Background: an optimization exercise with open tools, aiming at small area and a short achievable clock period. Do not read the settings as production practice.
Only simulation tests tie the RTL to the original design; equivalence was not proved.

==> flow/design.v (excerpt) <==
module mapper_lrn #(
    parameter N_WIDTH = 2,     
    parameter M_WIDTH = 10,     
    parameter E_WIDTH = 6,     
    parameter F_WIDTH = 6,     
    parameter V_WIDTH = 2,     
    parameter ADDR_BUS_WIDTH = 20,     
    parameter DATA_WIDTH     = 16,     
    parameter ROW_MAJOR      = 1      
)(
    input  logic                             core_clk,                
    input  logic                             reset,                   
    input  logic                             start_normalization,     
    input  logic [N_WIDTH- 1 : 0]            dim4,                    
    input  logic [M_WIDTH- 1 : 0]            dim3,                    
    input  logic [E_WIDTH- 1 : 0]            dim2,                    
    input  logic [F_WIDTH- 1 : 0]            dim1,                    
    input  logic [V_WIDTH- 1 : 0]            padding_num,             
    input  logic                             normalized_window,    
    input  logic                             full_flag,               
    input  logic                             div_out_valid,           
    output logic [ADDR_BUS_WIDTH - 1 : 0]    r_addr,                  
    output logic                             r_enable,                
    output logic [ADDR_BUS_WIDTH - 1 : 0]    w_addr,                  
    output logic                             w_enable,                
    output logic                             normalized_layer         
);
For scale: ~2100 cells after synthesis, about 76 flip-flops, ~75 I/O pins.
Settings: LEC_CHECK=0, CAP_MARGIN=20, CORE_MARGIN=2, CORE_UTILIZATION=40, SETUP_SLACK_MARGIN=3, SLEW_MARGIN=20, SYNTH_HIERARCHICAL=1, SYNTH_MINIMUM_KEEP_SIZE=0; clock period 20.0 ns.
standard.sh (not shown) runs the stock make flow with config.mk's settings and CLKGATE_MAP_FILE= SYNTH_SCRIPT=/design/flow/synth_recipe.tcl, a recipe that flattens the netlist after the stock synthesis.
==> flow/flow/run.sh <==
#!/bin/bash
set -euo pipefail
bash standard.sh BUFFER_PORTS_ARGS="-buffer_cell sky130_fd_sc_hd__buf_2" finish > standard.log 2>&1
The starting point passed the timing, design-rule and antenna checks.
Next try:
--- a/flow/config.mk
+++ b/flow/config.mk
@@ -11 +11 @@
-export SETUP_SLACK_MARGIN = 3
+export SETUP_SLACK_MARGIN = 5
Result: Maximum frequency increases by a few percent; synthesized area stays the same; cell count increases by a few percent; clock-buffer cell count decreases by 2; worst setup slack is better by 720 ps; non-clock buffer count increases by 72; utilization increases by 2.7 points.

mapper_lrn, a different RTL version from the one above (not shown whole).
Size: ~2200 cells after synthesis, ~76 flip-flops, ~75 I/O pins, roughly 20000 sq um of cells after synthesis.
Settings: LEC_CHECK=0, CAP_MARGIN=20, CORE_MARGIN=2, CORE_UTILIZATION=40, SETUP_SLACK_MARGIN=3.5, SLEW_MARGIN=20, SYNTH_HIERARCHICAL=1, SYNTH_MINIMUM_KEEP_SIZE=0; clock period 20.0 ns.
Scripts as last shown in full above: flow/flow/run.sh
Then changed:
==> flow/flow/run.sh (replaced) <==
#!/bin/bash
set -euo pipefail
bash standard.sh BUFFER_PORTS_ARGS="-buffer_cell sky130_fd_sc_hd__buf_1" finish > standard.log 2>&1
CTS_BUF_LIST = sky130_fd_sc_hd__clkbuf_8   (was unset)
SETUP_SLACK_MARGIN = 3.75   (was 3.5)
- routed wire length hardly moves
- via count went up by 1.7%
- global-route usage went down by 0.17 points
- cell count went up by about 0.7%
- flip-flop and latch count is unchanged
Then changed:
SETUP_SLACK_MARGIN = 3.5   (was 3.75)
What happened:
- The changed run produced a clean layout
- wire length drops by 1.1%
- non-clock buffer count drops by 27
- count of clock-buffer cells in the layout does not change
- design area went down by 2.0%
- critical path depth decreases by 3
- die area is unchanged
- register-to-register slack stays flat
Then changed:
==> flow/flow/run.sh (replaced) <==
#!/bin/bash
set -euo pipefail
bash standard.sh BUFFER_PORTS_ARGS="-buffer_cell sky130_fd_sc_hd__buf_2" finish > standard.log 2>&1
CTS_BUF_LIST = unset   (was sky130_fd_sc_hd__clkbuf_8)
SETUP_SLACK_MARGIN = 4   (was 3.5)
What happened:
- cell count climbs by 1.5%
- die area is unchanged
- cell area went up by 4.6%
- clock skew drops by 0.0036 ns
- synthesized cell count stays the same
- routed wire length came out higher by 3.0%

== build 48 ==
mapper_lrn, a different RTL version from the one above (not shown whole).
Size in the first run: ~2200 cells after synthesis, roughly 75 I/O pins.
clock: 20.0 ns
lec_check: 0
cap_margin: 20
core_margin: 2
core_utilization: 40
setup_slack_margin: 2.5
slew_margin: 20
synth_hierarchical: 1
synth_minimum_keep_size: 0
run.sh (not shown) runs the stock make flow with config.mk's settings and CLKGATE_MAP_FILE= SYNTH_SCRIPT=/design/flow/synth_recipe.tcl, a recipe that flattens the netlist after the stock synthesis.
Stock flow here: none of the scripts above is used.
### build 48 -> build 68
# build 48
export LEC_CHECK = 0
export CAP_MARGIN = 20
export CORE_MARGIN = 2
export CORE_UTILIZATION = 40
export SETUP_SLACK_MARGIN = 2.5
export SLEW_MARGIN = 20
export SYNTH_HIERARCHICAL = 1
export SYNTH_MINIMUM_KEEP_SIZE = 0
create_clock -name core_clock -period 20.0 [get_ports {core_clk}]
# build 68
export LEC_CHECK = 0
export CAP_MARGIN = 20
export CORE_MARGIN = 2
export CORE_UTILIZATION = 40
export SLEW_MARGIN = 20
export SYNTH_HIERARCHICAL = 1
export SYNTH_MINIMUM_KEEP_SIZE = 0
create_clock -name core_clock -period 20.0 [get_ports {core_clk}]
## What came out
- Taking build 48 as the reference, in build 68 area share of buffers outside the clock network went down 0.32 points; worst setup slack went down 1.20 ns.
- Build 68 against build 48: number of cells in the finished layout apart from fillers has decreased; number of vias in the routed layout has decreased; post-route cell area has decreased; measured slew at the worst slew-check pin has increased; layout cell share with drive strength beyond 1 has decreased.
Inputs modified between build 68 and build 43:
# build 68
export LEC_CHECK = 0
export CAP_MARGIN = 20
export CORE_MARGIN = 2
export CORE_UTILIZATION = 40
export SLEW_MARGIN = 20
export SYNTH_HIERARCHICAL = 1
export SYNTH_MINIMUM_KEEP_SIZE = 0
create_clock -name core_clock -period 20.0 [get_ports {core_clk}]
# build 43
export LEC_CHECK = 0
export CAP_MARGIN = 20
export CORE_MARGIN = 2
export CORE_UTILIZATION = 40
export SETUP_SLACK_MARGIN = 4
export SLEW_MARGIN = 20
export SYNTH_HIERARCHICAL = 1
export SYNTH_MINIMUM_KEEP_SIZE = 0
create_clock -name core_clock -period 20.0 [get_ports {core_clk}]
==> flow/flow/run.sh (new file) <==
#!/bin/bash
set -euo pipefail
bash standard.sh BUFFER_PORTS_ARGS="-buffer_cell sky130_fd_sc_hd__buf_4" finish > standard.log 2>&1
==> flow/standard.sh (new file) <==
#!/bin/bash
# synth_recipe.tcl (not shown) runs the flow's synth.tcl, then flattens the netlist and writes it again
# the make line also repeats each setting of config.mk as NAME=value (left out here)
make -C /OpenROAD-flow-scripts/flow DESIGN_CONFIG=/design/flow/config.mk WORK_HOME=/design/flow/orfs CLKGATE_MAP_FILE= SYNTH_SCRIPT=/design/flow/synth_recipe.tcl "${@:-finish}"
removed: flow/run.sh
[summary]
Shortest clock period the worst path allows after layout, build 68 and build 43: higher on build 68. Against build 68 as the reference, build 43 delivers a lower standard cell area after detailed placement. Sort build 68 and build 43 by register-to-register slack, ascending, and build 68 comes first. Diff build 68 -> build 43: share of the core filled with cells rose 1.4 points; clock buffer instance count of the final layout picked up an extra 1.

## static timing again, ports no longer ideal
No port has a modelled driver above. Below, the same layouts with a new extraction and two added sets of constraints. Step 1 assumes that a clkbuf_16 drives the clock port and a buf_2 every other input. Step 2 also shifts input and output timing later by t, the mid clock arrival at the registers, as if the neighbouring blocks saw the same clock. Slacks: no drivers / after step 1 / after step 2; pairs: no drivers / after step 1.
run	t (ns)	slack for setup (ns)	worst setup path after step 2	worst register clock-pin slew, ns
the first run of note 1	0.382	3.381 / 3.350 / 3.350	input to output	0.06 / 0.06
the second run of note 1	0.393	4.102 / 4.044 / 4.044	input to output	0.07 / 0.07
the first run of note 2	0.404	3.828 / 3.803 / 3.803	input to output	0.08 / 0.08
the second run of note 2	0.429	4.095 / 4.029 / 4.029	input to output	0.09 / 0.09
the third run of note 2	0.427	3.867 / 3.826 / 3.826	input to output	0.09 / 0.09
the fourth run of note 2	0.402	4.043 / 3.974 / 3.974	input to output	0.06 / 0.06
build 48	0.400	2.818 / 2.795 / 2.795	input to output	0.06 / 0.06
build 68	0.400	1.616 / 1.583 / 1.583	input to output	0.06 / 0.06
build 43	0.395	4.026 / 3.980 / 3.980	input to output	0.06 / 0.06
After both steps every run listed still meets setup and hold. The setup slack of the fourth run of note 2, which loses most, moves by -0.069 ns with the drivers and by -0.069 ns with both steps.
